This design comes from an exercise in tuning for small area on the open sky130 flow, not from production work. The RTL was checked by simulation tests, not by an equivalence proof against the original design. Power and IR drop assume default switching activity.

==> design/flow/design.v <==
module Median_Finder_9inputs_8bits(
    output wire [7:0] median_pixel,
    output wire       out_valid,
    input  wire [7:0] pixel0, pixel1, pixel2,
    input  wire [7:0] pixel3, pixel4, pixel5,
    input  wire [7:0] pixel6, pixel7, pixel8,
    input  wire       in_valid,
    input  wire       rst,
    input  wire       clk
);
    reg [2:0] valid_q;
    always @(posedge clk) begin
        if (rst) valid_q <= 3'b0;
        else     valid_q <= {valid_q[1:0], in_valid};
    end
    assign out_valid = valid_q[2];
    wire [7:0] x0_0 = pixel0, x0_1 = pixel1, x0_2 = pixel2;
    wire [7:0] x0_3 = pixel3, x0_4 = pixel4, x0_5 = pixel5;
    wire [7:0] x0_6 = pixel6, x0_7 = pixel7, x0_8 = pixel8;
    wire [7:0] m;    
    wire e7_0 = x0_0[7];
    wire e7_1 = x0_1[7];
    wire e7_2 = x0_2[7];
    wire e7_3 = x0_3[7];
    wire e7_4 = x0_4[7];
    wire e7_5 = x0_5[7];
    wire e7_6 = x0_6[7];
    wire e7_7 = x0_7[7];
    wire e7_8 = x0_8[7];
    assign m[7] = maj9({e7_8, e7_7, e7_6, e7_5, e7_4, e7_3, e7_2, e7_1, e7_0});
    wire g7_0 = 1'b0, l7_0 = 1'b0;
    wire g7_1 = 1'b0, l7_1 = 1'b0;
    wire g7_2 = 1'b0, l7_2 = 1'b0;
    wire g7_3 = 1'b0, l7_3 = 1'b0;
    wire g7_4 = 1'b0, l7_4 = 1'b0;
    wire g7_5 = 1'b0, l7_5 = 1'b0;
    wire g7_6 = 1'b0, l7_6 = 1'b0;
    wire g7_7 = 1'b0, l7_7 = 1'b0;
    wire g7_8 = 1'b0, l7_8 = 1'b0;
    wire P6_0 = g7_0 | (x0_0[6] & e7_0);
    wire Q6_0 = e7_0 | (x0_0[6] & ~l7_0);
    wire e6_0 = m[7] ? P6_0 : Q6_0;
    wire P6_1 = g7_1 | (x0_1[6] & e7_1);
    wire Q6_1 = e7_1 | (x0_1[6] & ~l7_1);
    wire e6_1 = m[7] ? P6_1 : Q6_1;
    wire P6_2 = g7_2 | (x0_2[6] & e7_2);
    wire Q6_2 = e7_2 | (x0_2[6] & ~l7_2);
    wire e6_2 = m[7] ? P6_2 : Q6_2;
    wire P6_3 = g7_3 | (x0_3[6] & e7_3);
    wire Q6_3 = e7_3 | (x0_3[6] & ~l7_3);
    wire e6_3 = m[7] ? P6_3 : Q6_3;
    wire P6_4 = g7_4 | (x0_4[6] & e7_4);
    wire Q6_4 = e7_4 | (x0_4[6] & ~l7_4);
    wire e6_4 = m[7] ? P6_4 : Q6_4;
    wire P6_5 = g7_5 | (x0_5[6] & e7_5);
    wire Q6_5 = e7_5 | (x0_5[6] & ~l7_5);
    wire e6_5 = m[7] ? P6_5 : Q6_5;
    wire P6_6 = g7_6 | (x0_6[6] & e7_6);
    wire Q6_6 = e7_6 | (x0_6[6] & ~l7_6);
    wire e6_6 = m[7] ? P6_6 : Q6_6;
    wire P6_7 = g7_7 | (x0_7[6] & e7_7);
    wire Q6_7 = e7_7 | (x0_7[6] & ~l7_7);
    wire e6_7 = m[7] ? P6_7 : Q6_7;
    wire P6_8 = g7_8 | (x0_8[6] & e7_8);
    wire Q6_8 = e7_8 | (x0_8[6] & ~l7_8);
    wire e6_8 = m[7] ? P6_8 : Q6_8;
    wire lo6_0 = m[7] ? (P6_0 & P6_1 & P6_2) : (Q6_0 & Q6_1 & Q6_2);
    wire hi6_0 = m[7] ? (P6_0 | P6_1 | P6_2) : (Q6_0 | Q6_1 | Q6_2);
    wire md6_0 = m[7] ? maj3(P6_0, P6_1, P6_2) : maj3(Q6_0, Q6_1, Q6_2);
    wire lo6_1 = m[7] ? (P6_3 & P6_4 & P6_5) : (Q6_3 & Q6_4 & Q6_5);
    wire hi6_1 = m[7] ? (P6_3 | P6_4 | P6_5) : (Q6_3 | Q6_4 | Q6_5);
    wire md6_1 = m[7] ? maj3(P6_3, P6_4, P6_5) : maj3(Q6_3, Q6_4, Q6_5);
    wire lo6_2 = m[7] ? (P6_6 & P6_7 & P6_8) : (Q6_6 & Q6_7 & Q6_8);
    wire hi6_2 = m[7] ? (P6_6 | P6_7 | P6_8) : (Q6_6 | Q6_7 | Q6_8);
    wire md6_2 = m[7] ? maj3(P6_6, P6_7, P6_8) : maj3(Q6_6, Q6_7, Q6_8);
    assign m[6] = maj3(lo6_0 | lo6_1 | lo6_2, hi6_0 & hi6_1 & hi6_2, maj3(md6_0, md6_1, md6_2));
    wire g6_0 = m[7] ? g7_0 : e7_0;
    wire l6_0 = m[7] ? (l7_0 | ~e7_0) : l7_0;
    wire g6_1 = m[7] ? g7_1 : e7_1;
    wire l6_1 = m[7] ? (l7_1 | ~e7_1) : l7_1;
    wire g6_2 = m[7] ? g7_2 : e7_2;
    wire l6_2 = m[7] ? (l7_2 | ~e7_2) : l7_2;
    wire g6_3 = m[7] ? g7_3 : e7_3;
    wire l6_3 = m[7] ? (l7_3 | ~e7_3) : l7_3;
    wire g6_4 = m[7] ? g7_4 : e7_4;
    wire l6_4 = m[7] ? (l7_4 | ~e7_4) : l7_4;
    wire g6_5 = m[7] ? g7_5 : e7_5;
    wire l6_5 = m[7] ? (l7_5 | ~e7_5) : l7_5;
    wire g6_6 = m[7] ? g7_6 : e7_6;
    wire l6_6 = m[7] ? (l7_6 | ~e7_6) : l7_6;
    wire g6_7 = m[7] ? g7_7 : e7_7;
    wire l6_7 = m[7] ? (l7_7 | ~e7_7) : l7_7;
    wire g6_8 = m[7] ? g7_8 : e7_8;
    wire l6_8 = m[7] ? (l7_8 | ~e7_8) : l7_8;
    wire gf0_0 = g6_0 | (e6_0 & ~m[6]);
    wire lf0_0 = l6_0 | (~e6_0 & m[6]);
    wire gf0_1 = g6_1 | (e6_1 & ~m[6]);
    wire lf0_1 = l6_1 | (~e6_1 & m[6]);
    wire gf0_2 = g6_2 | (e6_2 & ~m[6]);
    wire lf0_2 = l6_2 | (~e6_2 & m[6]);
    wire gf0_3 = g6_3 | (e6_3 & ~m[6]);
    wire lf0_3 = l6_3 | (~e6_3 & m[6]);
    wire gf0_4 = g6_4 | (e6_4 & ~m[6]);
    wire lf0_4 = l6_4 | (~e6_4 & m[6]);
    wire gf0_5 = g6_5 | (e6_5 & ~m[6]);
    wire lf0_5 = l6_5 | (~e6_5 & m[6]);
    wire gf0_6 = g6_6 | (e6_6 & ~m[6]);
    wire lf0_6 = l6_6 | (~e6_6 & m[6]);
    wire gf0_7 = g6_7 | (e6_7 & ~m[6]);
    wire lf0_7 = l6_7 | (~e6_7 & m[6]);
    wire gf0_8 = g6_8 | (e6_8 & ~m[6]);
    wire lf0_8 = l6_8 | (~e6_8 & m[6]);
    reg [5:0] x1_0, x1_1, x1_2, x1_3, x1_4, x1_5, x1_6, x1_7, x1_8;
    reg [7:6] mr0;
    always @(posedge clk) begin
        x1_0 <= ({6{gf0_0}} | x0_0[5:0]) & ~{6{lf0_0}};
        x1_1 <= ({6{gf0_1}} | x0_1[5:0]) & ~{6{lf0_1}};
        x1_2 <= ({6{gf0_2}} | x0_2[5:0]) & ~{6{lf0_2}};
        x1_3 <= ({6{gf0_3}} | x0_3[5:0]) & ~{6{lf0_3}};
        x1_4 <= ({6{gf0_4}} | x0_4[5:0]) & ~{6{lf0_4}};
        x1_5 <= ({6{gf0_5}} | x0_5[5:0]) & ~{6{lf0_5}};
        x1_6 <= ({6{gf0_6}} | x0_6[5:0]) & ~{6{lf0_6}};
        x1_7 <= ({6{gf0_7}} | x0_7[5:0]) & ~{6{lf0_7}};
        x1_8 <= ({6{gf0_8}} | x0_8[5:0]) & ~{6{lf0_8}};
        mr0 <= m[7:6];
    end
    wire e5_0 = x1_0[5];
    wire e5_1 = x1_1[5];
    wire e5_2 = x1_2[5];
    wire e5_3 = x1_3[5];
    wire e5_4 = x1_4[5];
    wire e5_5 = x1_5[5];
    wire e5_6 = x1_6[5];
    wire e5_7 = x1_7[5];
    wire e5_8 = x1_8[5];
    assign m[5] = maj9({e5_8, e5_7, e5_6, e5_5, e5_4, e5_3, e5_2, e5_1, e5_0});
    wire g5_0 = 1'b0, l5_0 = 1'b0;
    wire g5_1 = 1'b0, l5_1 = 1'b0;
    wire g5_2 = 1'b0, l5_2 = 1'b0;
    wire g5_3 = 1'b0, l5_3 = 1'b0;
    wire g5_4 = 1'b0, l5_4 = 1'b0;
    wire g5_5 = 1'b0, l5_5 = 1'b0;
    wire g5_6 = 1'b0, l5_6 = 1'b0;
    wire g5_7 = 1'b0, l5_7 = 1'b0;
    wire g5_8 = 1'b0, l5_8 = 1'b0;
    wire P4_0 = g5_0 | (x1_0[4] & e5_0);
    wire Q4_0 = e5_0 | (x1_0[4] & ~l5_0);
    wire e4_0 = m[5] ? P4_0 : Q4_0;
    wire P4_1 = g5_1 | (x1_1[4] & e5_1);
    wire Q4_1 = e5_1 | (x1_1[4] & ~l5_1);
    wire e4_1 = m[5] ? P4_1 : Q4_1;
    wire P4_2 = g5_2 | (x1_2[4] & e5_2);
    wire Q4_2 = e5_2 | (x1_2[4] & ~l5_2);
    wire e4_2 = m[5] ? P4_2 : Q4_2;
    wire P4_3 = g5_3 | (x1_3[4] & e5_3);
    wire Q4_3 = e5_3 | (x1_3[4] & ~l5_3);
    wire e4_3 = m[5] ? P4_3 : Q4_3;
    wire P4_4 = g5_4 | (x1_4[4] & e5_4);
    wire Q4_4 = e5_4 | (x1_4[4] & ~l5_4);
    wire e4_4 = m[5] ? P4_4 : Q4_4;
    wire P4_5 = g5_5 | (x1_5[4] & e5_5);
    wire Q4_5 = e5_5 | (x1_5[4] & ~l5_5);
    wire e4_5 = m[5] ? P4_5 : Q4_5;
    wire P4_6 = g5_6 | (x1_6[4] & e5_6);
    wire Q4_6 = e5_6 | (x1_6[4] & ~l5_6);
    wire e4_6 = m[5] ? P4_6 : Q4_6;
    wire P4_7 = g5_7 | (x1_7[4] & e5_7);
    wire Q4_7 = e5_7 | (x1_7[4] & ~l5_7);
    wire e4_7 = m[5] ? P4_7 : Q4_7;
    wire P4_8 = g5_8 | (x1_8[4] & e5_8);
    wire Q4_8 = e5_8 | (x1_8[4] & ~l5_8);
    wire e4_8 = m[5] ? P4_8 : Q4_8;
    wire lo4_0 = m[5] ? (P4_0 & P4_1 & P4_2) : (Q4_0 & Q4_1 & Q4_2);
    wire hi4_0 = m[5] ? (P4_0 | P4_1 | P4_2) : (Q4_0 | Q4_1 | Q4_2);
    wire md4_0 = m[5] ? maj3(P4_0, P4_1, P4_2) : maj3(Q4_0, Q4_1, Q4_2);
    wire lo4_1 = m[5] ? (P4_3 & P4_4 & P4_5) : (Q4_3 & Q4_4 & Q4_5);
    wire hi4_1 = m[5] ? (P4_3 | P4_4 | P4_5) : (Q4_3 | Q4_4 | Q4_5);
    wire md4_1 = m[5] ? maj3(P4_3, P4_4, P4_5) : maj3(Q4_3, Q4_4, Q4_5);
    wire lo4_2 = m[5] ? (P4_6 & P4_7 & P4_8) : (Q4_6 & Q4_7 & Q4_8);
    wire hi4_2 = m[5] ? (P4_6 | P4_7 | P4_8) : (Q4_6 | Q4_7 | Q4_8);
    wire md4_2 = m[5] ? maj3(P4_6, P4_7, P4_8) : maj3(Q4_6, Q4_7, Q4_8);
    assign m[4] = maj3(lo4_0 | lo4_1 | lo4_2, hi4_0 & hi4_1 & hi4_2, maj3(md4_0, md4_1, md4_2));
    wire g4_0 = m[5] ? g5_0 : e5_0;
    wire l4_0 = m[5] ? (l5_0 | ~e5_0) : l5_0;
    wire g4_1 = m[5] ? g5_1 : e5_1;
    wire l4_1 = m[5] ? (l5_1 | ~e5_1) : l5_1;
    wire g4_2 = m[5] ? g5_2 : e5_2;
    wire l4_2 = m[5] ? (l5_2 | ~e5_2) : l5_2;
    wire g4_3 = m[5] ? g5_3 : e5_3;
    wire l4_3 = m[5] ? (l5_3 | ~e5_3) : l5_3;
    wire g4_4 = m[5] ? g5_4 : e5_4;
    wire l4_4 = m[5] ? (l5_4 | ~e5_4) : l5_4;
    wire g4_5 = m[5] ? g5_5 : e5_5;
    wire l4_5 = m[5] ? (l5_5 | ~e5_5) : l5_5;
    wire g4_6 = m[5] ? g5_6 : e5_6;
    wire l4_6 = m[5] ? (l5_6 | ~e5_6) : l5_6;
    wire g4_7 = m[5] ? g5_7 : e5_7;
    wire l4_7 = m[5] ? (l5_7 | ~e5_7) : l5_7;
    wire g4_8 = m[5] ? g5_8 : e5_8;
    wire l4_8 = m[5] ? (l5_8 | ~e5_8) : l5_8;
    wire gf1_0 = g4_0 | (e4_0 & ~m[4]);
    wire lf1_0 = l4_0 | (~e4_0 & m[4]);
    wire gf1_1 = g4_1 | (e4_1 & ~m[4]);
    wire lf1_1 = l4_1 | (~e4_1 & m[4]);
    wire gf1_2 = g4_2 | (e4_2 & ~m[4]);
    wire lf1_2 = l4_2 | (~e4_2 & m[4]);
    wire gf1_3 = g4_3 | (e4_3 & ~m[4]);
    wire lf1_3 = l4_3 | (~e4_3 & m[4]);
    wire gf1_4 = g4_4 | (e4_4 & ~m[4]);
    wire lf1_4 = l4_4 | (~e4_4 & m[4]);
    wire gf1_5 = g4_5 | (e4_5 & ~m[4]);
    wire lf1_5 = l4_5 | (~e4_5 & m[4]);
    wire gf1_6 = g4_6 | (e4_6 & ~m[4]);
    wire lf1_6 = l4_6 | (~e4_6 & m[4]);
    wire gf1_7 = g4_7 | (e4_7 & ~m[4]);
    wire lf1_7 = l4_7 | (~e4_7 & m[4]);
    wire gf1_8 = g4_8 | (e4_8 & ~m[4]);
    wire lf1_8 = l4_8 | (~e4_8 & m[4]);
    reg [3:0] x2_0, x2_1, x2_2, x2_3, x2_4, x2_5, x2_6, x2_7, x2_8;
    reg [7:4] mr1;
    always @(posedge clk) begin
        x2_0 <= ({4{gf1_0}} | x1_0[3:0]) & ~{4{lf1_0}};
        x2_1 <= ({4{gf1_1}} | x1_1[3:0]) & ~{4{lf1_1}};
        x2_2 <= ({4{gf1_2}} | x1_2[3:0]) & ~{4{lf1_2}};
        x2_3 <= ({4{gf1_3}} | x1_3[3:0]) & ~{4{lf1_3}};
        x2_4 <= ({4{gf1_4}} | x1_4[3:0]) & ~{4{lf1_4}};
        x2_5 <= ({4{gf1_5}} | x1_5[3:0]) & ~{4{lf1_5}};
        x2_6 <= ({4{gf1_6}} | x1_6[3:0]) & ~{4{lf1_6}};
        x2_7 <= ({4{gf1_7}} | x1_7[3:0]) & ~{4{lf1_7}};
        x2_8 <= ({4{gf1_8}} | x1_8[3:0]) & ~{4{lf1_8}};
        mr1 <= {mr0, m[5:4]};
    end
    wire e3_0 = x2_0[3];
    wire e3_1 = x2_1[3];
    wire e3_2 = x2_2[3];
    wire e3_3 = x2_3[3];
    wire e3_4 = x2_4[3];
    wire e3_5 = x2_5[3];
    wire e3_6 = x2_6[3];
    wire e3_7 = x2_7[3];
    wire e3_8 = x2_8[3];
    assign m[3] = maj9({e3_8, e3_7, e3_6, e3_5, e3_4, e3_3, e3_2, e3_1, e3_0});
    wire g3_0 = 1'b0, l3_0 = 1'b0;
    wire g3_1 = 1'b0, l3_1 = 1'b0;
    wire g3_2 = 1'b0, l3_2 = 1'b0;
    wire g3_3 = 1'b0, l3_3 = 1'b0;
    wire g3_4 = 1'b0, l3_4 = 1'b0;
    wire g3_5 = 1'b0, l3_5 = 1'b0;
    wire g3_6 = 1'b0, l3_6 = 1'b0;
    wire g3_7 = 1'b0, l3_7 = 1'b0;
    wire g3_8 = 1'b0, l3_8 = 1'b0;
    wire P2_0 = g3_0 | (x2_0[2] & e3_0);
    wire Q2_0 = e3_0 | (x2_0[2] & ~l3_0);
    wire e2_0 = m[3] ? P2_0 : Q2_0;
    wire P2_1 = g3_1 | (x2_1[2] & e3_1);
    wire Q2_1 = e3_1 | (x2_1[2] & ~l3_1);
    wire e2_1 = m[3] ? P2_1 : Q2_1;
    wire P2_2 = g3_2 | (x2_2[2] & e3_2);
    wire Q2_2 = e3_2 | (x2_2[2] & ~l3_2);
    wire e2_2 = m[3] ? P2_2 : Q2_2;
    wire P2_3 = g3_3 | (x2_3[2] & e3_3);
    wire Q2_3 = e3_3 | (x2_3[2] & ~l3_3);
    wire e2_3 = m[3] ? P2_3 : Q2_3;
    wire P2_4 = g3_4 | (x2_4[2] & e3_4);
    wire Q2_4 = e3_4 | (x2_4[2] & ~l3_4);
    wire e2_4 = m[3] ? P2_4 : Q2_4;
    wire P2_5 = g3_5 | (x2_5[2] & e3_5);
    wire Q2_5 = e3_5 | (x2_5[2] & ~l3_5);
    wire e2_5 = m[3] ? P2_5 : Q2_5;
    wire P2_6 = g3_6 | (x2_6[2] & e3_6);
    wire Q2_6 = e3_6 | (x2_6[2] & ~l3_6);
    wire e2_6 = m[3] ? P2_6 : Q2_6;
    wire P2_7 = g3_7 | (x2_7[2] & e3_7);
    wire Q2_7 = e3_7 | (x2_7[2] & ~l3_7);
    wire e2_7 = m[3] ? P2_7 : Q2_7;
    wire P2_8 = g3_8 | (x2_8[2] & e3_8);
    wire Q2_8 = e3_8 | (x2_8[2] & ~l3_8);
    wire e2_8 = m[3] ? P2_8 : Q2_8;
    wire lo2_0 = m[3] ? (P2_0 & P2_1 & P2_2) : (Q2_0 & Q2_1 & Q2_2);
    wire hi2_0 = m[3] ? (P2_0 | P2_1 | P2_2) : (Q2_0 | Q2_1 | Q2_2);
    wire md2_0 = m[3] ? maj3(P2_0, P2_1, P2_2) : maj3(Q2_0, Q2_1, Q2_2);
    wire lo2_1 = m[3] ? (P2_3 & P2_4 & P2_5) : (Q2_3 & Q2_4 & Q2_5);
    wire hi2_1 = m[3] ? (P2_3 | P2_4 | P2_5) : (Q2_3 | Q2_4 | Q2_5);
    wire md2_1 = m[3] ? maj3(P2_3, P2_4, P2_5) : maj3(Q2_3, Q2_4, Q2_5);
    wire lo2_2 = m[3] ? (P2_6 & P2_7 & P2_8) : (Q2_6 & Q2_7 & Q2_8);
    wire hi2_2 = m[3] ? (P2_6 | P2_7 | P2_8) : (Q2_6 | Q2_7 | Q2_8);
    wire md2_2 = m[3] ? maj3(P2_6, P2_7, P2_8) : maj3(Q2_6, Q2_7, Q2_8);
    assign m[2] = maj3(lo2_0 | lo2_1 | lo2_2, hi2_0 & hi2_1 & hi2_2, maj3(md2_0, md2_1, md2_2));
    wire g2_0 = m[3] ? g3_0 : e3_0;
    wire l2_0 = m[3] ? (l3_0 | ~e3_0) : l3_0;
    wire g2_1 = m[3] ? g3_1 : e3_1;
    wire l2_1 = m[3] ? (l3_1 | ~e3_1) : l3_1;
    wire g2_2 = m[3] ? g3_2 : e3_2;
    wire l2_2 = m[3] ? (l3_2 | ~e3_2) : l3_2;
    wire g2_3 = m[3] ? g3_3 : e3_3;
    wire l2_3 = m[3] ? (l3_3 | ~e3_3) : l3_3;
    wire g2_4 = m[3] ? g3_4 : e3_4;
    wire l2_4 = m[3] ? (l3_4 | ~e3_4) : l3_4;
    wire g2_5 = m[3] ? g3_5 : e3_5;
    wire l2_5 = m[3] ? (l3_5 | ~e3_5) : l3_5;
    wire g2_6 = m[3] ? g3_6 : e3_6;
    wire l2_6 = m[3] ? (l3_6 | ~e3_6) : l3_6;
    wire g2_7 = m[3] ? g3_7 : e3_7;
    wire l2_7 = m[3] ? (l3_7 | ~e3_7) : l3_7;
    wire g2_8 = m[3] ? g3_8 : e3_8;
    wire l2_8 = m[3] ? (l3_8 | ~e3_8) : l3_8;
    wire gf2_0 = g2_0 | (e2_0 & ~m[2]);
    wire lf2_0 = l2_0 | (~e2_0 & m[2]);
    wire gf2_1 = g2_1 | (e2_1 & ~m[2]);
    wire lf2_1 = l2_1 | (~e2_1 & m[2]);
    wire gf2_2 = g2_2 | (e2_2 & ~m[2]);
    wire lf2_2 = l2_2 | (~e2_2 & m[2]);
    wire gf2_3 = g2_3 | (e2_3 & ~m[2]);
    wire lf2_3 = l2_3 | (~e2_3 & m[2]);
    wire gf2_4 = g2_4 | (e2_4 & ~m[2]);
    wire lf2_4 = l2_4 | (~e2_4 & m[2]);
    wire gf2_5 = g2_5 | (e2_5 & ~m[2]);
    wire lf2_5 = l2_5 | (~e2_5 & m[2]);
    wire gf2_6 = g2_6 | (e2_6 & ~m[2]);
    wire lf2_6 = l2_6 | (~e2_6 & m[2]);
    wire gf2_7 = g2_7 | (e2_7 & ~m[2]);
    wire lf2_7 = l2_7 | (~e2_7 & m[2]);
    wire gf2_8 = g2_8 | (e2_8 & ~m[2]);
    wire lf2_8 = l2_8 | (~e2_8 & m[2]);
    reg [1:0] x3_0, x3_1, x3_2, x3_3, x3_4, x3_5, x3_6, x3_7, x3_8;
    reg [7:2] mr2;
    always @(posedge clk) begin
        x3_0 <= ({2{gf2_0}} | x2_0[1:0]) & ~{2{lf2_0}};
        x3_1 <= ({2{gf2_1}} | x2_1[1:0]) & ~{2{lf2_1}};
        x3_2 <= ({2{gf2_2}} | x2_2[1:0]) & ~{2{lf2_2}};
        x3_3 <= ({2{gf2_3}} | x2_3[1:0]) & ~{2{lf2_3}};
        x3_4 <= ({2{gf2_4}} | x2_4[1:0]) & ~{2{lf2_4}};
        x3_5 <= ({2{gf2_5}} | x2_5[1:0]) & ~{2{lf2_5}};
        x3_6 <= ({2{gf2_6}} | x2_6[1:0]) & ~{2{lf2_6}};
        x3_7 <= ({2{gf2_7}} | x2_7[1:0]) & ~{2{lf2_7}};
        x3_8 <= ({2{gf2_8}} | x2_8[1:0]) & ~{2{lf2_8}};
        mr2 <= {mr1, m[3:2]};
    end
    wire e1_0 = x3_0[1];
    wire e1_1 = x3_1[1];
    wire e1_2 = x3_2[1];
    wire e1_3 = x3_3[1];
    wire e1_4 = x3_4[1];
    wire e1_5 = x3_5[1];
    wire e1_6 = x3_6[1];
    wire e1_7 = x3_7[1];
    wire e1_8 = x3_8[1];
    assign m[1] = maj9({e1_8, e1_7, e1_6, e1_5, e1_4, e1_3, e1_2, e1_1, e1_0});
    wire g1_0 = 1'b0, l1_0 = 1'b0;
    wire g1_1 = 1'b0, l1_1 = 1'b0;
    wire g1_2 = 1'b0, l1_2 = 1'b0;
    wire g1_3 = 1'b0, l1_3 = 1'b0;
    wire g1_4 = 1'b0, l1_4 = 1'b0;
    wire g1_5 = 1'b0, l1_5 = 1'b0;
    wire g1_6 = 1'b0, l1_6 = 1'b0;
    wire g1_7 = 1'b0, l1_7 = 1'b0;
    wire g1_8 = 1'b0, l1_8 = 1'b0;
    wire P0_0 = g1_0 | (x3_0[0] & e1_0);
    wire Q0_0 = e1_0 | (x3_0[0] & ~l1_0);
    wire e0_0 = m[1] ? P0_0 : Q0_0;
    wire P0_1 = g1_1 | (x3_1[0] & e1_1);
    wire Q0_1 = e1_1 | (x3_1[0] & ~l1_1);
    wire e0_1 = m[1] ? P0_1 : Q0_1;
    wire P0_2 = g1_2 | (x3_2[0] & e1_2);
    wire Q0_2 = e1_2 | (x3_2[0] & ~l1_2);
    wire e0_2 = m[1] ? P0_2 : Q0_2;
    wire P0_3 = g1_3 | (x3_3[0] & e1_3);
    wire Q0_3 = e1_3 | (x3_3[0] & ~l1_3);
    wire e0_3 = m[1] ? P0_3 : Q0_3;
    wire P0_4 = g1_4 | (x3_4[0] & e1_4);
    wire Q0_4 = e1_4 | (x3_4[0] & ~l1_4);
    wire e0_4 = m[1] ? P0_4 : Q0_4;
    wire P0_5 = g1_5 | (x3_5[0] & e1_5);
    wire Q0_5 = e1_5 | (x3_5[0] & ~l1_5);
    wire e0_5 = m[1] ? P0_5 : Q0_5;
    wire P0_6 = g1_6 | (x3_6[0] & e1_6);
    wire Q0_6 = e1_6 | (x3_6[0] & ~l1_6);
    wire e0_6 = m[1] ? P0_6 : Q0_6;
    wire P0_7 = g1_7 | (x3_7[0] & e1_7);
    wire Q0_7 = e1_7 | (x3_7[0] & ~l1_7);
    wire e0_7 = m[1] ? P0_7 : Q0_7;
    wire P0_8 = g1_8 | (x3_8[0] & e1_8);
    wire Q0_8 = e1_8 | (x3_8[0] & ~l1_8);
    wire e0_8 = m[1] ? P0_8 : Q0_8;
    wire lo0_0 = m[1] ? (P0_0 & P0_1 & P0_2) : (Q0_0 & Q0_1 & Q0_2);
    wire hi0_0 = m[1] ? (P0_0 | P0_1 | P0_2) : (Q0_0 | Q0_1 | Q0_2);
    wire md0_0 = m[1] ? maj3(P0_0, P0_1, P0_2) : maj3(Q0_0, Q0_1, Q0_2);
    wire lo0_1 = m[1] ? (P0_3 & P0_4 & P0_5) : (Q0_3 & Q0_4 & Q0_5);
    wire hi0_1 = m[1] ? (P0_3 | P0_4 | P0_5) : (Q0_3 | Q0_4 | Q0_5);
    wire md0_1 = m[1] ? maj3(P0_3, P0_4, P0_5) : maj3(Q0_3, Q0_4, Q0_5);
    wire lo0_2 = m[1] ? (P0_6 & P0_7 & P0_8) : (Q0_6 & Q0_7 & Q0_8);
    wire hi0_2 = m[1] ? (P0_6 | P0_7 | P0_8) : (Q0_6 | Q0_7 | Q0_8);
    wire md0_2 = m[1] ? maj3(P0_6, P0_7, P0_8) : maj3(Q0_6, Q0_7, Q0_8);
    assign m[0] = maj3(lo0_0 | lo0_1 | lo0_2, hi0_0 & hi0_1 & hi0_2, maj3(md0_0, md0_1, md0_2));
    wire g0_0 = m[1] ? g1_0 : e1_0;
    wire l0_0 = m[1] ? (l1_0 | ~e1_0) : l1_0;
    wire g0_1 = m[1] ? g1_1 : e1_1;
    wire l0_1 = m[1] ? (l1_1 | ~e1_1) : l1_1;
    wire g0_2 = m[1] ? g1_2 : e1_2;
    wire l0_2 = m[1] ? (l1_2 | ~e1_2) : l1_2;
    wire g0_3 = m[1] ? g1_3 : e1_3;
    wire l0_3 = m[1] ? (l1_3 | ~e1_3) : l1_3;
    wire g0_4 = m[1] ? g1_4 : e1_4;
    wire l0_4 = m[1] ? (l1_4 | ~e1_4) : l1_4;
    wire g0_5 = m[1] ? g1_5 : e1_5;
    wire l0_5 = m[1] ? (l1_5 | ~e1_5) : l1_5;
    wire g0_6 = m[1] ? g1_6 : e1_6;
    wire l0_6 = m[1] ? (l1_6 | ~e1_6) : l1_6;
    wire g0_7 = m[1] ? g1_7 : e1_7;
    wire l0_7 = m[1] ? (l1_7 | ~e1_7) : l1_7;
    wire g0_8 = m[1] ? g1_8 : e1_8;
    wire l0_8 = m[1] ? (l1_8 | ~e1_8) : l1_8;
    wire gf3_0 = g0_0 | (e0_0 & ~m[0]);
    wire lf3_0 = l0_0 | (~e0_0 & m[0]);
    wire gf3_1 = g0_1 | (e0_1 & ~m[0]);
    wire lf3_1 = l0_1 | (~e0_1 & m[0]);
    wire gf3_2 = g0_2 | (e0_2 & ~m[0]);
    wire lf3_2 = l0_2 | (~e0_2 & m[0]);
    wire gf3_3 = g0_3 | (e0_3 & ~m[0]);
    wire lf3_3 = l0_3 | (~e0_3 & m[0]);
    wire gf3_4 = g0_4 | (e0_4 & ~m[0]);
    wire lf3_4 = l0_4 | (~e0_4 & m[0]);
    wire gf3_5 = g0_5 | (e0_5 & ~m[0]);
    wire lf3_5 = l0_5 | (~e0_5 & m[0]);
    wire gf3_6 = g0_6 | (e0_6 & ~m[0]);
    wire lf3_6 = l0_6 | (~e0_6 & m[0]);
    wire gf3_7 = g0_7 | (e0_7 & ~m[0]);
    wire lf3_7 = l0_7 | (~e0_7 & m[0]);
    wire gf3_8 = g0_8 | (e0_8 & ~m[0]);
    wire lf3_8 = l0_8 | (~e0_8 & m[0]);
    assign median_pixel = {mr2, m[1:0]};
    function maj9(input [8:0] v);
        begin
            maj9 = maj3((&v[2:0]) | (&v[5:3]) | (&v[8:6]),
                        (|v[2:0]) & (|v[5:3]) & (|v[8:6]),
                        maj3(maj3(v[0], v[1], v[2]), maj3(v[3], v[4], v[5]),
                             maj3(v[6], v[7], v[8])));
        end
    endfunction
    function maj3(input a, input b, input c);
        maj3 = (a & b) | (b & c) | (a & c);
    endfunction
endmodule
==> design/flow/flow/run.sh <==
#!/bin/bash
# Own layout flow: the standard flow, with two changes:
#  - synthesis maps the logic with the ABC script in flow/abc.script (an
#    area-oriented mapping) instead of ORFS's; the rest of the standard
#    synthesis (synth_recipe.tcl) is unchanged, so registers keep their names;
#  - port buffers are plain buffers (flow/ports.txt names the cell) instead
#    of the default delay cell.
# Each tool's output goes to a log file in the folder this runs in.
set -euo pipefail
W=$PWD
F=$W/flow
sed 's|log_cmd abc {\*}\$abc_args|log_cmd abc {*}[lreplace $abc_args 1 1 '"$F"'/abc.script]|' \
    "$FLOW_HOME/scripts/synth.tcl" > "$W/own_synth_core.tcl"
grep -q "$F/abc.script" "$W/own_synth_core.tcl"
sed "s|source \$::env(SCRIPTS_DIR)/synth.tcl|source $W/own_synth_core.tcl|" \
    "$W/synth_recipe.tcl" > "$W/own_synth.tcl"
grep -q "own_synth_core.tcl" "$W/own_synth.tcl"
bash "$W/standard.sh" "SYNTH_SCRIPT=$W/own_synth.tcl" synth > "$W/own_synth.log" 2>&1
EXTRA=()
while read -r line; do
    [[ -z "$line" || "$line" == \#* ]] || EXTRA+=("$line")
done < "$F/make_vars.txt"
bash "$W/standard.sh" "${EXTRA[@]}" finish > "$W/own_layout.log" 2>&1
==> design/flow/flow/abc.script <==
strash
dch
map -D 2000
topo
stime -c
buffer -c
upsize -D 2000 -c
dnsize -D 2000 -c
==> design/flow/flow/make_vars.txt <==
# extra make variables for the layout, one per line
BUFFER_PORTS_ARGS=-buffer_cell sky130_fd_sc_hd__buf_2
==> design/flow/standard.sh <==
#!/bin/bash
# synth_recipe.tcl (not shown) runs the flow's synth.tcl, then flattens the netlist and writes it again
# the make line also repeats each setting of config.mk as NAME=value (left out here)
make -C /OpenROAD-flow-scripts/flow DESIGN_CONFIG=/design/flow/config.mk WORK_HOME=/design/flow/orfs CLKGATE_MAP_FILE= SYNTH_SCRIPT=/design/flow/synth_recipe.tcl "${@:-finish}"
==> design/flow/config.mk <==
export PLATFORM = sky130hd
export DESIGN_NAME = Median_Finder_9inputs_8bits
export DESIGN_NICKNAME = Median_Finder_9inputs_8bits
export VERILOG_FILES = /design/flow/design.v
export SDC_FILE = /design/flow/constraint.sdc
export NUM_CORES = 4
export LEC_CHECK = 0
export ABC_AREA = 1
export CAP_MARGIN = 20
export CORE_MARGIN = 2
export CORE_UTILIZATION = 40
export CTS_BUF_LIST = sky130_fd_sc_hd__clkbuf_8
export GPL_TIMING_DRIVEN = 0
export SLEW_MARGIN = 20
==> design/flow/constraint.sdc <==
create_clock -name core_clock -period 2.5 [get_ports {clk}]
set_input_delay 0.5000 -clock core_clock [delete_from_list [all_inputs] [get_ports {clk}]]
set_output_delay 0.5000 -clock core_clock [all_outputs]
set_load 0.01 [all_outputs]
==> run summary, run 1 <==
* Run status: finished clean
* Crit-path max FO at 5
* Ant diodes at 0
* Register bit count reported by yosys at roughly 120
* Syn Nets at 914
* Layout cell share with drive strength beyond 1 at 0.2283
* Crit path from: x3_1[1]$_DFF_P_
* DR pass1 iterations at 5
* Worst Setup End Kind: primary output
* Largest net degree at the start of global routing at 17
* Yosys top cell by area: dfxtp_1
* Final setup viols at 0
* Sink Count at 123
* Finished Cell Area at roughly 7400 µm²
* Pre-CTS setup slack at -0.5040 ns
* TritonCTS clock tree: done
* CP startpoint kind: register
* Hold WC Path Type: primary input to register
* CTS H-tree lvls at 4
* DRC at 0
* Clock skew at 0.01606 ns
* Multi-input gate area at 2850 µm²
* Number of global-route vias before repair at 5,195
* Routability Congestion at slightly below 0.9
* DRT iter0 DRCs at 322
* Die Y at 124.2 µm
* Worst vdd ir at 0.0004460 V
* Clock latency on the worst-skew pair at around 0.43 ns
* Core footprint at 13,990 µm²
* Most common cell after layout, fill and taps aside: inv_1
* Final std cells w/o fill at 1,148
* Reg-to-Reg Start: x2_7[3]$_DFF_P_
* Pwr dens at ~1500 nW/µm²
* P&R area growth vs syn at 28.17%
* Global-route wire length before repair at 23,510 µm
* PortBufs at between 80 and 90
* Die span in x at 124.2 µm
* Register area at around 2500 µm²
* Hold Startpoint: rst
* Cells taking the most area after synthesis: dfxtp_1 43%, inv_1 13%, a21oi_1 13%, nor2_1 8.0%, a22oi_1 4.5%
* Sw frac at 0.4440
* Initial antenna violation count at 0
* Fmax at approximately 0.43 GHz
* Overflow after GRT at 0
* Top cell type's share of synthesized area at 0.4261
* Most frequent cells in the layout: 199 x inv_1, 139 x a21oi_1, 119 x nor2_1
* Core Rows at between 40 and 50
* GR Util All Layers at 0.1862
* Clk network pwr share at 0.177
* Tcrit/Tclk final at 0.9375
* Clock transition at path regs at 0.08 ns
* Max-cap viol count at 0
* Yosys cell types at 29
* Starting Density at 0.4131
* Min cycle time layout at 2.344 ns
* Critical Path RT at 2.00 ns
* Clock root cell: clkbuf_8
* Sequential power share at 0.315
* CP Data Arrival Time at 1.84 ns
* Final hold vios at 0
* Crit Path Category: register to primary output
* Psw at around 4.8 mW
* Fillers at between 1,000 and 1,500
* Final WS setup at about 0.16 ns
* Total chip power at 10.90 mW
* Vias at 5,637
* Setup TNS at 0 ns
* Synthesized instance count at 839
* Dpl cell area at 6420 µm²
* CTS max path bufs at 2
* Slew @ Worst Pin at 0.6224 ns
* Yosys warning total at 1
* Synth Area per Inst at a little under 7 µm²
* Wirelength, routed at 14,800 µm
* Antenna-violating nets left at 0
* Nets at ~1,000
* Logic gate share of total power at 0.508
* Die Footprint at 15,430 µm²
* Vias per cell at approximately 4.9
* Routed len/inst at between 10 and 15 µm
* Placed Cells at 1,102
* Slew margin rel. at 0.5807
* Io pins at 84
* Slew Viols, Final at 0
* Hold slack at 0.2449 ns
* Post-Syn Area at 5779 µm²
* Final HPWL DP at 11,230 µm
* Leakage power at ~3.6 nW
* Post-synthesis sequential area ratio at 0.4261
* Internal power at 6.061 mW
* TritonCTS Buffers at 17
* Core Util, Final at 0.5295
[worst max-delay path, cell delays in order, from the launching register on]
cell     delay (ns)
dfxtp_4        0.38
and2_4         0.15
a21oi_4        0.12
o21ai_1        0.08
maj3_1         0.34
a21oi_1        0.12
o22ai_1        0.10
buf_6          0.13
[Yosys cell counts]
master      n
maj3_1      3
a21oi_1   147
clkinv_1    2
a221oi_1    4
a22o_1      2
dfxtp_1   123
nand4_1     1
o221ai_1    3
nor4_1      5
nor3_1      6
o311ai_0    1
inv_1     201
a31oi_1     2
o21bai_1    3
and2_1      2
nand3_2     1
buf_4       2
o221a_2     1
nor2_1    123
nand3_1     5
o21ai_0    41
o21a_1      1
or2_2       4
o22ai_1    36
a22oi_1    35
nand2_1    70
o211ai_1    3
clkbuf_1    6
buf_2       6
[state kept, by name, indices dropped and copies added, names as in the netlist, 6 cells and up]
name and cells:
x1_5 6, x1_4 6, x1_6 6, x1_0 6
x1_8 6, x1_2 6, x1_3 6, x1_7 6
mr2 6, x1_1 6
[what timing repair did]
item                       4_1_cts  5_1_grt
setup buffers                    0       14
resized for setup               20      113
gates cloned                     0        1
pin swaps                        2       19
setup endpoints to repair       56      110
hold buffers                     0        0
[power groups by stage]
| stage | Combinational (mW) | Clock [mW] | Sequential (mW) |
|---|---|---|---|
| after floorplan | 3.62 | 0 | 3.20 |
| after global placement | 4.75 | 0 | 3.30 |
| after detailed placement | 4.79 | 0 | 3.32 |
| after CTS | 4.91 | 1.96 | 3.32 |
| after global routing | 6.24 | 2.05 | 3.54 |
| final | 5.54 | 1.93 | 3.43 |
[routing by layer]
layer  global-route usage  up-vias  wire length (µm)  share of wire
li1                     -     2974                 -              -
met1               0.2262     2538              6683           0.45
met2               0.3301      105              7407           0.50
met3              0.03614       20               498          0.034
met4              0.06015        0               205          0.014
met5                    0        -                 0              0
[final timing paths]
check	cells past startpoint	slack, ns	endpoint
worst max-delay path	7	0.16	median_pixel[0]
worst min-delay path	2	0.24	valid_q[1]$_SDFF_PP0_
worst max register to register	15	0.20	x3_2[0]$_DFF_P_
worst min register to register	0	0.32	mr1[6]$_DFF_P_
[area by class of cell]
cell class	count	area share
repair buffers	97	0.07111
repair inverters	1	0.001014
plain buffers	13	0.01250
clock inverters	14	0.02618
inverters	203	0.1037
flip-flops and latches	123	0.3368
clock buffers	18	0.03345
well taps	180	0.03041
multi-input cells	499	0.3848
[kinds of logic after synthesis]
family | synth area share
compound gates | 0.2756
buf+inv | 0.1435
simple gates | 0.1496
flops | 0.4261
fa+ha+maj | 0.005196
==> inputs of run 2 (changes only) <==
--- a/design/flow/design.v
+++ b/design/flow/design.v
@@ -10,8 +10,8 @@
 );
-    reg [2:0] valid_q;
+    reg [3:0] valid_q;
     always @(posedge clk) begin
-        if (rst) valid_q <= 3'b0;
-        else     valid_q <= {valid_q[1:0], in_valid};
+        if (rst) valid_q <= 4'b0;
+        else     valid_q <= {valid_q[2:0], in_valid};
     end
-    assign out_valid = valid_q[2];
+    assign out_valid = valid_q[3];
     wire [7:0] x0_0 = pixel0, x0_1 = pixel1, x0_2 = pixel2;
@@ -66,12 +66,5 @@
     wire e6_8 = m[7] ? P6_8 : Q6_8;
-    wire lo6_0 = m[7] ? (P6_0 & P6_1 & P6_2) : (Q6_0 & Q6_1 & Q6_2);
-    wire hi6_0 = m[7] ? (P6_0 | P6_1 | P6_2) : (Q6_0 | Q6_1 | Q6_2);
-    wire md6_0 = m[7] ? maj3(P6_0, P6_1, P6_2) : maj3(Q6_0, Q6_1, Q6_2);
-    wire lo6_1 = m[7] ? (P6_3 & P6_4 & P6_5) : (Q6_3 & Q6_4 & Q6_5);
-    wire hi6_1 = m[7] ? (P6_3 | P6_4 | P6_5) : (Q6_3 | Q6_4 | Q6_5);
-    wire md6_1 = m[7] ? maj3(P6_3, P6_4, P6_5) : maj3(Q6_3, Q6_4, Q6_5);
-    wire lo6_2 = m[7] ? (P6_6 & P6_7 & P6_8) : (Q6_6 & Q6_7 & Q6_8);
-    wire hi6_2 = m[7] ? (P6_6 | P6_7 | P6_8) : (Q6_6 | Q6_7 | Q6_8);
-    wire md6_2 = m[7] ? maj3(P6_6, P6_7, P6_8) : maj3(Q6_6, Q6_7, Q6_8);
-    assign m[6] = maj3(lo6_0 | lo6_1 | lo6_2, hi6_0 & hi6_1 & hi6_2, maj3(md6_0, md6_1, md6_2));
+    wire majP6 = maj9({P6_8, P6_7, P6_6, P6_5, P6_4, P6_3, P6_2, P6_1, P6_0});
+    wire majQ6 = maj9({Q6_8, Q6_7, Q6_6, Q6_5, Q6_4, Q6_3, Q6_2, Q6_1, Q6_0});
+    assign m[6] = m[7] ? majP6 : majQ6;
     wire g6_0 = m[7] ? g7_0 : e7_0;
@@ -112,14 +105,23 @@
     wire lf0_8 = l6_8 | (~e6_8 & m[6]);
-    reg [5:0] x1_0, x1_1, x1_2, x1_3, x1_4, x1_5, x1_6, x1_7, x1_8;
+    reg [5:0] xr1_0, xr1_1, xr1_2, xr1_3, xr1_4, xr1_5, xr1_6, xr1_7, xr1_8;
+    wire [5:0] x1_0 = ~xr1_0;
+    wire [5:0] x1_1 = ~xr1_1;
+    wire [5:0] x1_2 = ~xr1_2;
+    wire [5:0] x1_3 = ~xr1_3;
+    wire [5:0] x1_4 = ~xr1_4;
+    wire [5:0] x1_5 = ~xr1_5;
+    wire [5:0] x1_6 = ~xr1_6;
+    wire [5:0] x1_7 = ~xr1_7;
+    wire [5:0] x1_8 = ~xr1_8;
     reg [7:6] mr0;
     always @(posedge clk) begin
-        x1_0 <= ({6{gf0_0}} | x0_0[5:0]) & ~{6{lf0_0}};
-        x1_1 <= ({6{gf0_1}} | x0_1[5:0]) & ~{6{lf0_1}};
-        x1_2 <= ({6{gf0_2}} | x0_2[5:0]) & ~{6{lf0_2}};
-        x1_3 <= ({6{gf0_3}} | x0_3[5:0]) & ~{6{lf0_3}};
-        x1_4 <= ({6{gf0_4}} | x0_4[5:0]) & ~{6{lf0_4}};
-        x1_5 <= ({6{gf0_5}} | x0_5[5:0]) & ~{6{lf0_5}};
-        x1_6 <= ({6{gf0_6}} | x0_6[5:0]) & ~{6{lf0_6}};
-        x1_7 <= ({6{gf0_7}} | x0_7[5:0]) & ~{6{lf0_7}};
-        x1_8 <= ({6{gf0_8}} | x0_8[5:0]) & ~{6{lf0_8}};
+        xr1_0 <= ~(({6{gf0_0}} | x0_0[5:0]) & ~{6{lf0_0}});
+        xr1_1 <= ~(({6{gf0_1}} | x0_1[5:0]) & ~{6{lf0_1}});
+        xr1_2 <= ~(({6{gf0_2}} | x0_2[5:0]) & ~{6{lf0_2}});
+        xr1_3 <= ~(({6{gf0_3}} | x0_3[5:0]) & ~{6{lf0_3}});
+        xr1_4 <= ~(({6{gf0_4}} | x0_4[5:0]) & ~{6{lf0_4}});
+        xr1_5 <= ~(({6{gf0_5}} | x0_5[5:0]) & ~{6{lf0_5}});
+        xr1_6 <= ~(({6{gf0_6}} | x0_6[5:0]) & ~{6{lf0_6}});
+        xr1_7 <= ~(({6{gf0_7}} | x0_7[5:0]) & ~{6{lf0_7}});
+        xr1_8 <= ~(({6{gf0_8}} | x0_8[5:0]) & ~{6{lf0_8}});
         mr0 <= m[7:6];
@@ -172,12 +174,5 @@
     wire e4_8 = m[5] ? P4_8 : Q4_8;
-    wire lo4_0 = m[5] ? (P4_0 & P4_1 & P4_2) : (Q4_0 & Q4_1 & Q4_2);
-    wire hi4_0 = m[5] ? (P4_0 | P4_1 | P4_2) : (Q4_0 | Q4_1 | Q4_2);
-    wire md4_0 = m[5] ? maj3(P4_0, P4_1, P4_2) : maj3(Q4_0, Q4_1, Q4_2);
-    wire lo4_1 = m[5] ? (P4_3 & P4_4 & P4_5) : (Q4_3 & Q4_4 & Q4_5);
-    wire hi4_1 = m[5] ? (P4_3 | P4_4 | P4_5) : (Q4_3 | Q4_4 | Q4_5);
-    wire md4_1 = m[5] ? maj3(P4_3, P4_4, P4_5) : maj3(Q4_3, Q4_4, Q4_5);
-    wire lo4_2 = m[5] ? (P4_6 & P4_7 & P4_8) : (Q4_6 & Q4_7 & Q4_8);
-    wire hi4_2 = m[5] ? (P4_6 | P4_7 | P4_8) : (Q4_6 | Q4_7 | Q4_8);
-    wire md4_2 = m[5] ? maj3(P4_6, P4_7, P4_8) : maj3(Q4_6, Q4_7, Q4_8);
-    assign m[4] = maj3(lo4_0 | lo4_1 | lo4_2, hi4_0 & hi4_1 & hi4_2, maj3(md4_0, md4_1, md4_2));
+    wire majP4 = maj9({P4_8, P4_7, P4_6, P4_5, P4_4, P4_3, P4_2, P4_1, P4_0});
+    wire majQ4 = maj9({Q4_8, Q4_7, Q4_6, Q4_5, Q4_4, Q4_3, Q4_2, Q4_1, Q4_0});
+    assign m[4] = m[5] ? majP4 : majQ4;
     wire g4_0 = m[5] ? g5_0 : e5_0;
@@ -218,14 +213,23 @@
     wire lf1_8 = l4_8 | (~e4_8 & m[4]);
-    reg [3:0] x2_0, x2_1, x2_2, x2_3, x2_4, x2_5, x2_6, x2_7, x2_8;
+    reg [3:0] xr2_0, xr2_1, xr2_2, xr2_3, xr2_4, xr2_5, xr2_6, xr2_7, xr2_8;
+    wire [3:0] x2_0 = xr2_0;
+    wire [3:0] x2_1 = xr2_1;
+    wire [3:0] x2_2 = xr2_2;
+    wire [3:0] x2_3 = xr2_3;
+    wire [3:0] x2_4 = xr2_4;
+    wire [3:0] x2_5 = xr2_5;
+    wire [3:0] x2_6 = xr2_6;
+    wire [3:0] x2_7 = xr2_7;
+    wire [3:0] x2_8 = xr2_8;
     reg [7:4] mr1;
     always @(posedge clk) begin
-        x2_0 <= ({4{gf1_0}} | x1_0[3:0]) & ~{4{lf1_0}};
-        x2_1 <= ({4{gf1_1}} | x1_1[3:0]) & ~{4{lf1_1}};
-        x2_2 <= ({4{gf1_2}} | x1_2[3:0]) & ~{4{lf1_2}};
-        x2_3 <= ({4{gf1_3}} | x1_3[3:0]) & ~{4{lf1_3}};
-        x2_4 <= ({4{gf1_4}} | x1_4[3:0]) & ~{4{lf1_4}};
-        x2_5 <= ({4{gf1_5}} | x1_5[3:0]) & ~{4{lf1_5}};
-        x2_6 <= ({4{gf1_6}} | x1_6[3:0]) & ~{4{lf1_6}};
-        x2_7 <= ({4{gf1_7}} | x1_7[3:0]) & ~{4{lf1_7}};
-        x2_8 <= ({4{gf1_8}} | x1_8[3:0]) & ~{4{lf1_8}};
+        xr2_0 <= (({4{gf1_0}} | x1_0[3:0]) & ~{4{lf1_0}});
+        xr2_1 <= (({4{gf1_1}} | x1_1[3:0]) & ~{4{lf1_1}});
+        xr2_2 <= (({4{gf1_2}} | x1_2[3:0]) & ~{4{lf1_2}});
+        xr2_3 <= (({4{gf1_3}} | x1_3[3:0]) & ~{4{lf1_3}});
+        xr2_4 <= (({4{gf1_4}} | x1_4[3:0]) & ~{4{lf1_4}});
+        xr2_5 <= (({4{gf1_5}} | x1_5[3:0]) & ~{4{lf1_5}});
+        xr2_6 <= (({4{gf1_6}} | x1_6[3:0]) & ~{4{lf1_6}});
+        xr2_7 <= (({4{gf1_7}} | x1_7[3:0]) & ~{4{lf1_7}});
+        xr2_8 <= (({4{gf1_8}} | x1_8[3:0]) & ~{4{lf1_8}});
         mr1 <= {mr0, m[5:4]};
@@ -278,12 +282,5 @@
     wire e2_8 = m[3] ? P2_8 : Q2_8;
-    wire lo2_0 = m[3] ? (P2_0 & P2_1 & P2_2) : (Q2_0 & Q2_1 & Q2_2);
-    wire hi2_0 = m[3] ? (P2_0 | P2_1 | P2_2) : (Q2_0 | Q2_1 | Q2_2);
-    wire md2_0 = m[3] ? maj3(P2_0, P2_1, P2_2) : maj3(Q2_0, Q2_1, Q2_2);
-    wire lo2_1 = m[3] ? (P2_3 & P2_4 & P2_5) : (Q2_3 & Q2_4 & Q2_5);
-    wire hi2_1 = m[3] ? (P2_3 | P2_4 | P2_5) : (Q2_3 | Q2_4 | Q2_5);
-    wire md2_1 = m[3] ? maj3(P2_3, P2_4, P2_5) : maj3(Q2_3, Q2_4, Q2_5);
-    wire lo2_2 = m[3] ? (P2_6 & P2_7 & P2_8) : (Q2_6 & Q2_7 & Q2_8);
-    wire hi2_2 = m[3] ? (P2_6 | P2_7 | P2_8) : (Q2_6 | Q2_7 | Q2_8);
-    wire md2_2 = m[3] ? maj3(P2_6, P2_7, P2_8) : maj3(Q2_6, Q2_7, Q2_8);
-    assign m[2] = maj3(lo2_0 | lo2_1 | lo2_2, hi2_0 & hi2_1 & hi2_2, maj3(md2_0, md2_1, md2_2));
+    wire majP2 = maj9({P2_8, P2_7, P2_6, P2_5, P2_4, P2_3, P2_2, P2_1, P2_0});
+    wire majQ2 = maj9({Q2_8, Q2_7, Q2_6, Q2_5, Q2_4, Q2_3, Q2_2, Q2_1, Q2_0});
+    assign m[2] = m[3] ? majP2 : majQ2;
     wire g2_0 = m[3] ? g3_0 : e3_0;
@@ -324,14 +321,23 @@
     wire lf2_8 = l2_8 | (~e2_8 & m[2]);
-    reg [1:0] x3_0, x3_1, x3_2, x3_3, x3_4, x3_5, x3_6, x3_7, x3_8;
+    reg [1:0] xr3_0, xr3_1, xr3_2, xr3_3, xr3_4, xr3_5, xr3_6, xr3_7, xr3_8;
+    wire [1:0] x3_0 = ~xr3_0;
+    wire [1:0] x3_1 = ~xr3_1;
+    wire [1:0] x3_2 = ~xr3_2;
+    wire [1:0] x3_3 = ~xr3_3;
+    wire [1:0] x3_4 = ~xr3_4;
+    wire [1:0] x3_5 = ~xr3_5;
+    wire [1:0] x3_6 = ~xr3_6;
+    wire [1:0] x3_7 = ~xr3_7;
+    wire [1:0] x3_8 = ~xr3_8;
     reg [7:2] mr2;
     always @(posedge clk) begin
-        x3_0 <= ({2{gf2_0}} | x2_0[1:0]) & ~{2{lf2_0}};
-        x3_1 <= ({2{gf2_1}} | x2_1[1:0]) & ~{2{lf2_1}};
-        x3_2 <= ({2{gf2_2}} | x2_2[1:0]) & ~{2{lf2_2}};
-        x3_3 <= ({2{gf2_3}} | x2_3[1:0]) & ~{2{lf2_3}};
-        x3_4 <= ({2{gf2_4}} | x2_4[1:0]) & ~{2{lf2_4}};
-        x3_5 <= ({2{gf2_5}} | x2_5[1:0]) & ~{2{lf2_5}};
-        x3_6 <= ({2{gf2_6}} | x2_6[1:0]) & ~{2{lf2_6}};
-        x3_7 <= ({2{gf2_7}} | x2_7[1:0]) & ~{2{lf2_7}};
-        x3_8 <= ({2{gf2_8}} | x2_8[1:0]) & ~{2{lf2_8}};
+        xr3_0 <= ~(({2{gf2_0}} | x2_0[1:0]) & ~{2{lf2_0}});
+        xr3_1 <= ~(({2{gf2_1}} | x2_1[1:0]) & ~{2{lf2_1}});
+        xr3_2 <= ~(({2{gf2_2}} | x2_2[1:0]) & ~{2{lf2_2}});
+        xr3_3 <= ~(({2{gf2_3}} | x2_3[1:0]) & ~{2{lf2_3}});
+        xr3_4 <= ~(({2{gf2_4}} | x2_4[1:0]) & ~{2{lf2_4}});
+        xr3_5 <= ~(({2{gf2_5}} | x2_5[1:0]) & ~{2{lf2_5}});
+        xr3_6 <= ~(({2{gf2_6}} | x2_6[1:0]) & ~{2{lf2_6}});
+        xr3_7 <= ~(({2{gf2_7}} | x2_7[1:0]) & ~{2{lf2_7}});
+        xr3_8 <= ~(({2{gf2_8}} | x2_8[1:0]) & ~{2{lf2_8}});
         mr2 <= {mr1, m[3:2]};
@@ -384,12 +390,5 @@
     wire e0_8 = m[1] ? P0_8 : Q0_8;
-    wire lo0_0 = m[1] ? (P0_0 & P0_1 & P0_2) : (Q0_0 & Q0_1 & Q0_2);
-    wire hi0_0 = m[1] ? (P0_0 | P0_1 | P0_2) : (Q0_0 | Q0_1 | Q0_2);
-    wire md0_0 = m[1] ? maj3(P0_0, P0_1, P0_2) : maj3(Q0_0, Q0_1, Q0_2);
-    wire lo0_1 = m[1] ? (P0_3 & P0_4 & P0_5) : (Q0_3 & Q0_4 & Q0_5);
-    wire hi0_1 = m[1] ? (P0_3 | P0_4 | P0_5) : (Q0_3 | Q0_4 | Q0_5);
-    wire md0_1 = m[1] ? maj3(P0_3, P0_4, P0_5) : maj3(Q0_3, Q0_4, Q0_5);
-    wire lo0_2 = m[1] ? (P0_6 & P0_7 & P0_8) : (Q0_6 & Q0_7 & Q0_8);
-    wire hi0_2 = m[1] ? (P0_6 | P0_7 | P0_8) : (Q0_6 | Q0_7 | Q0_8);
-    wire md0_2 = m[1] ? maj3(P0_6, P0_7, P0_8) : maj3(Q0_6, Q0_7, Q0_8);
-    assign m[0] = maj3(lo0_0 | lo0_1 | lo0_2, hi0_0 & hi0_1 & hi0_2, maj3(md0_0, md0_1, md0_2));
+    wire majP0 = maj9({P0_8, P0_7, P0_6, P0_5, P0_4, P0_3, P0_2, P0_1, P0_0});
+    wire majQ0 = maj9({Q0_8, Q0_7, Q0_6, Q0_5, Q0_4, Q0_3, Q0_2, Q0_1, Q0_0});
+    assign m[0] = m[1] ? majP0 : majQ0;
     wire g0_0 = m[1] ? g1_0 : e1_0;
@@ -430,3 +429,7 @@
     wire lf3_8 = l0_8 | (~e0_8 & m[0]);
-    assign median_pixel = {mr2, m[1:0]};
+    reg [7:0] mr3;
+    always @(posedge clk) begin
+        mr3 <= {mr2, m[1:0]};
+    end
+    assign median_pixel = mr3;
     function maj9(input [8:0] v);
--- a/design/flow/config.mk
+++ b/design/flow/config.mk
@@ -11,4 +11,2 @@
 export CORE_UTILIZATION = 40
-export CTS_BUF_LIST = sky130_fd_sc_hd__clkbuf_8
-export GPL_TIMING_DRIVEN = 0
 export SLEW_MARGIN = 20
==> run summary, run 2 <==
* Run status: finished clean
* Setup TNS at 0 ns
* Final HPWL DP at 12,150 µm
* Routed len/inst at 13.94 µm
* Most common cell after layout, fill and taps aside: dfxtp_1
* Die Footprint at 14,800 µm²
* Overflow after GRT at 0
* Post-Syn Area at 5539 µm²
* Final std cells w/o fill at 1,078
* TritonCTS clock tree: done
* P&R area growth vs syn at 31.90%
* R2R cell count at 11
* Worst Setup End Kind: register
* Antenna-violating nets left at 0
* PortBufs at 83
* Post-synth top flop: dfxtp_1
* Slew Viols, Final at 0
* Slew @ Worst Pin at about 0.53 ns
* Dpl cell area at 6588 µm²
* Die Y at 121.7 µm
* CTS max path bufs at 2
* Pwr dens at approximately 1500 nW/µm²
* Slew margin rel. at 0.6463
* Most instantiated cells after synthesis: 132 x dfxtp_1, 125 x nor2_1, 112 x o21ai_0
* Syn Nets at 810
* Routability Congestion at 0.8797
* Clock root cell: clkbuf_16
* Count leader, synth: dfxtp_1
* Yosys cell types at 27
* Crit-path max FO at 11
* FF-to-FF End: xr3_8[0]$_DFF_P_
* Min cycle time layout at 2.358 ns
* Starting Density at 0.4134
* Top reg by flops: mr3
* Max FFs per register at 8
* Total chip power at around 11 mW
* Critical Path RT at ~2.8 ns
* Yosys top cell by area: dfxtp_1
* Fmax at 0.4241 GHz
* Hold WC Path Type: primary input to register
* Wirelength, routed at between 15,000 and 20,000 µm
* Initial antenna violation count at 1
* Max-cap viol count at 0
* CTS H-tree lvls at 4
* DRC at 0
* Final setup viols at 0
* Die span in x at roughly 120 µm
* Register bit count reported by yosys at roughly 130
* Io pins at 84
* Post-synthesis sequential area ratio at 0.4771
* Pre-CTS setup slack at -0.1024 ns
* DR pass1 iterations at 5
* Ant diodes at 0
* Worst vdd ir at 0.0006756 V
* Synthesized instance count at roughly 740
* Most frequent cells in the layout: 132 x dfxtp_1, 122 x nor2_1, 110 x o21ai_0
* Core Rows at 42
* CTS Hold Bufs at 0
* Hold depth at 2
* Global-route wire length before repair at 24,360 µm
* Final hold vios at 0
* Sink Count at between 100 and 150
* Synth Area per Inst at 7.536 µm²
* Crit Path Category: register to register
* Core footprint at 13,400 µm²
* Final WS setup at 0.1418 ns
* Clock latency on the worst-skew pair at around 0.42 ns
* Layout cell share with drive strength beyond 1 at 0.2140
* TritonCTS Buffers at 17
* Post-synth EDFFs at 0
* Asr flop ratio synth at 0
* Vias per cell at between 5 and 6
* Hold Startpoint: pixel3[2]
* Cells taking the most area after synthesis: dfxtp_1 48%, o21ai_0 10%, nor2_1 8.5%, inv_1 7.3%, a21oi_1 6.3%
* DRT iter0 DRCs at 358
* Number of global-route vias before repair at 5,351
* Clock transition at path regs at roughly 0.06 ns
* Reg-to-Reg Start: xr2_0[3]$_DFF_P_
* Largest net degree at the start of global routing at 21
* GR Util All Layers at 0.2118
* Placed Cells at ~1,000
* Vias at 5,455
* R2R setup slack at 0.14 ns
* Top cell type's share of synthesized area at 0.4771
* CP Data Arrival Time at 2.67 ns
* Finished Cell Area at 7306 µm²
* Tcrit/Tclk final at 0.9433
* Yosys warning total at 1
* Clock skew at 0.006671 ns
* Nets at 964
* End point of the worst hold path: xr1_3[2]$_DFF_P_
* Leakage power at around 3.4 nW
* CP startpoint kind: register
[run 2: stage by stage]
step / hold WS [ns] / util
after global routing: 0.2586 / 0.5452
after global placement: 0.3105 / 0.4916
after floorplan: 0.3096 / -
final: 0.2615 / 0.5452
after detailed placement: 0.3121 / 0.4916
after CTS: 0.2466 / 0.5386
[run 2: worst max path at each step]
stage | end | from | depth (start not counted)
6_report | xr3_8[0]$_DFF_P_ | xr2_0[3]$_DFF_P_ | 11
5_1_grt | xr2_4[0]$_DFF_P_ | xr1_0[5]$_DFF_P_ | 13
4_1_cts | xr2_4[0]$_DFF_P_ | xr1_0[5]$_DFF_P_ | 13
3_5_place_dp | xr1_0[2]$_DFF_P_ | pixel4[7] | 15
3_3_place_gp | xr1_0[0]$_DFF_P_ | pixel4[7] | 15
2_1_floorplan | xr1_3[0]$_DFF_P_ | pixel4[7] | 9
[run 2: critical path, cell delays in order (launching register included)]
cell and delay [ns]:
dfxtp_1 0.41, nor2_1 0.12, nor2_1 0.14, nor2_1 0.06, a21oi_1 0.20, o221a_2 0.22, a21oi_1 0.04, maj3_1 0.36
o21ai_2 0.17, buf_4 0.20, o22ai_1 0.10, o21ai_0 0.25
[run 2: area by class of cell]
cell class / instances / area [µm²]
timing repair buffer: 144 / 877.1
clock inverter: 14 / 200.2
tap: 176 / 220.2
clock buffer: 18 / 429.2
inverter: 108 / 405.4
sequential: 132 / 2643
fill: 1289 / 6095
multi-input combinational: 486 / 2531
[run 2: repair_timing]
item,CTS,global route
buffers inserted,0,1
setup endpoints to repair,0,39
gates resized for setup,0,19
[run 2: power by group]
group,total (mW),internal (mW),switching (mW)
logic,4.90,1.87,3.03
registers,3.42,2.98,0.436
clock network,2.62,1.68,0.940
[run 2: logic make-up after synthesis]
group,after synthesis,synth area share
adder cells (fa/ha/maj),12,0.02169
AND/OR/NAND/NOR,211,0.1495
buffers and inverters,117,0.07996
AO/OA/AOI/OAI,263,0.2717
flip-flops,132,0.4771
[run 2: metal layers]
layer	part of all wire	GRT usage	wire length, µm
met5	0	0	0
met4	0.019	0.08190	282
met3	0.033	0.05009	496
met2	0.52	0.3929	7743
met1	0.43	0.2326	6510
==> inputs of run 3 (changes only) <==
--- a/design/flow/config.mk
+++ b/design/flow/config.mk
@@ -11,2 +11,3 @@
 export CORE_UTILIZATION = 40
+export CTS_BUF_LIST = sky130_fd_sc_hd__clkbuf_8
 export SLEW_MARGIN = 20
==> run summary, run 3 <==
* Run status: finished clean
* Internal power at 5.940 mW
* Post-synth top flop: dfxtp_1
* DR pass1 iterations at 5
* Io pins at 84
* Final HPWL DP at roughly 12,000 µm
* Synthesized instance count at 735
* Leakage power at about 3.3 nW
* Synth Area per Inst at 7.536 µm²
* Met3 usage at 0.04963
* P&R area growth vs syn at 28.44%
* GR Util All Layers at 0.2090
* Critical Path RT at 2.84 ns
* Critical Path Slowest Stage Cell: dfxtp_1
* R2R setup slack at 0.14 ns
* Clock root cell: clkbuf_8
* Overflow after GRT at 0
* M1 GR Usage at 0.2323
* Dpl cell area at 6588 µm²
* Routed len/inst at 13.74 µm
* Die span in x at about 120 µm
* Antenna-violating nets left at 0
* Yosys top cell by area: dfxtp_1
* Hold WC Path Type: primary input to register
* Met2 Use GR at 0.3799
* Asr flop ratio synth at 0
* PortBufs at 83
* Cells taking the most area after synthesis: dfxtp_1 48%, o21ai_0 10%, nor2_1 8.5%, inv_1 7.3%, a21oi_1 6.3%
* Slew margin rel. at 0.6593
* Final hold vios at 0
* Pwr dens at 1439 nW/µm²
* Post-Syn Area at 5539 µm²
* DRT iter0 DRCs at 283
* Count leader, synth: dfxtp_1
* Clk network pwr share at 0.189
* Number of global-route vias before repair at 5,335
* Wirelength, routed at 14,810 µm
* Clock transition at path regs at 0.08 ns
* Layout cell share with drive strength beyond 1 at 0.2140
* Nets at 964
* Slew Viols, Final at 0
* Tcrit/Tclk final at 0.9429
* Register bit count reported by yosys at 132
* Largest net degree at the start of global routing at 21
* Register area at 2643 µm²
* Worst vdd ir at 0.0005730 V
* Starting Density at 0.4134
* Post-synthesis sequential area ratio at 0.4771
* Core Rows at 42
* CP startpoint kind: register
* Setup TNS at 0 ns
* Fmax at 0.4242 GHz
* TritonCTS Buffers at 17
* Crit-path cells: nor2_1 -> nor2_1 -> nor2_1 -> a21oi_1 -> o221a_2 -> a21oi_1 -> maj3_1 -> o21ai_2 -> buf_4 -> o22ai_1 -> o21ai_0
* CTS max path bufs at 2
* Max-cap viol count at 0
* Syn Nets at 810
* CTS Hold Bufs at 0
* Ant diodes at 0
* Crit path top cell by count: nor2_1
* Most common cell after layout, fill and taps aside: dfxtp_1
* Sink Count at 132
* Finished Cell Area at between 7000 and 8000 µm²
* Die Footprint at 14,800 µm²
* Sw frac at 0.4199
* Routability Congestion at 0.8797
* Vias per cell at between 5 and 6
* Gr busiest metal: met2
* Worst Setup End Kind: register
* DRC at 0
* Multi-input gate area at 2531 µm²
* Core footprint at 13,400 µm²
* Min cycle time layout at 2.357 ns
* Maximum single-stage delay on the critical path at ~0.42 ns
* Clock latency on the worst-skew pair at between 0.4 and 0.5 ns
* Yosys cell types at 27
* Yosys warning total at 1
* CP Data Arrival Time at 2.70 ns
* Crit Path Category: register to register
* Vias at 5,434
* CTS H-tree lvls at 4
* Clock skew at between 0.01 and 0.015 ns
* Most instantiated cells after synthesis: 132 x dfxtp_1, 125 x nor2_1, 112 x o21ai_0
* Fillers at ~1,300
* Top reg by flops: mr3
* Post-synth EDFFs at 0
* Psw at ~4.3 mW
* Global-route wire length before repair at 24,150 µm
* Slew @ Worst Pin at just over 0.5 ns
* TritonCTS clock tree: done
* Crit-path max FO at 11
* Delay-heaviest family, CP: compound AO/OA/AOI/OAI gates
* Top cell type's share of synthesized area at 0.4771
* Initial antenna violation count at 1
* Most frequent cells in the layout: 132 x dfxtp_1, 122 x nor2_1, 110 x o21ai_0
* Final setup viols at 0
* Crit path buffers/inverters at 1
* Die Y at 121.7 µm
* Logic gate share of total power at 0.477
* Max FFs per register at 8
* Sequential power share at 0.334
run 3: layer usage:
layer	routed length [µm]	part of all wire	up-vias
li1	-	-	2814
met1	6406	0.43	2490
met2	7544	0.51	108
met3	547	0.037	22
met4	314	0.021	0
met5	0	0	-
run 3: worst reg2reg max path, stage by stage, from the launching register on:
cell	delay, ns
dfxtp_1	0.42
nor2_1	0.12
nor2_1	0.14
nor2_1	0.06
a21oi_1	0.21
o221a_2	0.23
a21oi_1	0.04
maj3_1	0.36
o21ai_2	0.17
buf_4	0.20
o22ai_1	0.10
o21ai_0	0.23
run 3: kinds of logic (layout without fill, tap and decap cells):
logic type | after synthesis | count (layout) | synth area share
flops | 132 | 132 | 0.4771
compound gates | 263 | 263 | 0.2717
simple gates | 211 | 211 | 0.1495
fa+ha+maj | 12 | 12 | 0.02169
buf+inv | 117 | 284 | 0.07996
run 3: area by class of cell:
type | count | share of cell area
Clock buffer | 17 | 0.03289
Clock inverter | 15 | 0.02867
Inverter | 108 | 0.05698
Multi-Input combinational cell | 486 | 0.3558
Sequential cell | 132 | 0.3714
Tap cell | 176 | 0.03095
Timing Repair Buffer | 144 | 0.1233
run 3: power groups by stage:
stage	registers, mW	logic, mW	clock network, mW
CTS	3.41	4.67	1.98
global route	3.50	5.48	2.08
global placement	3.45	4.46	0
finish	3.42	4.89	1.94
detailed placement	3.46	4.65	0
floorplan	3.33	3.25	0
run 3: through the flow:
stage / hold WS, ns / power, mW / instances / util / worst slack, ns
after floorplan: 0.3096 / 6.582 / 735 / - / 0.2607
after global placement: 0.3105 / 7.905 / 1045 / 0.4916 / -0.03116
after detailed placement: 0.3121 / 8.107 / 1045 / 0.4916 / -0.1024
after CTS: 0.2107 / 10.06 / 1077 / 0.5243 / 0.03354
after global routing: 0.2192 / 11.05 / 1078 / 0.5309 / -0.02152
final: 0.2319 / 10.24 / 1078 / 0.5309 / 0.1427
run 3: worst paths after layout:
check / from / end / cells past startpoint
max reg2reg: xr2_0[3]$_DFF_P_ / xr3_8[0]$_DFF_P_ / 11
min: pixel3[2] / xr1_3[2]$_DFF_P_ / 2
max: xr2_0[3]$_DFF_P_ / xr3_8[0]$_DFF_P_ / 11
min reg2reg: mr2[6]$_DFF_P_ / mr3[6]$_DFF_P_ / 0
run 3: what timing repair did:
action,in CTS,in global routing
setup buffers,0,1
setup endpoints to repair,0,39
resized for setup,0,19
hold endpoints to repair,0,0

Check on run 3: ideal ports give 0.143 ns setup slack; a clkbuf_16 on the clock port and buf_2 on the inputs give 0.143 ns; moving port delays by the midpoint clock arrival (0.473 ns) as well gives -0.105 ns.
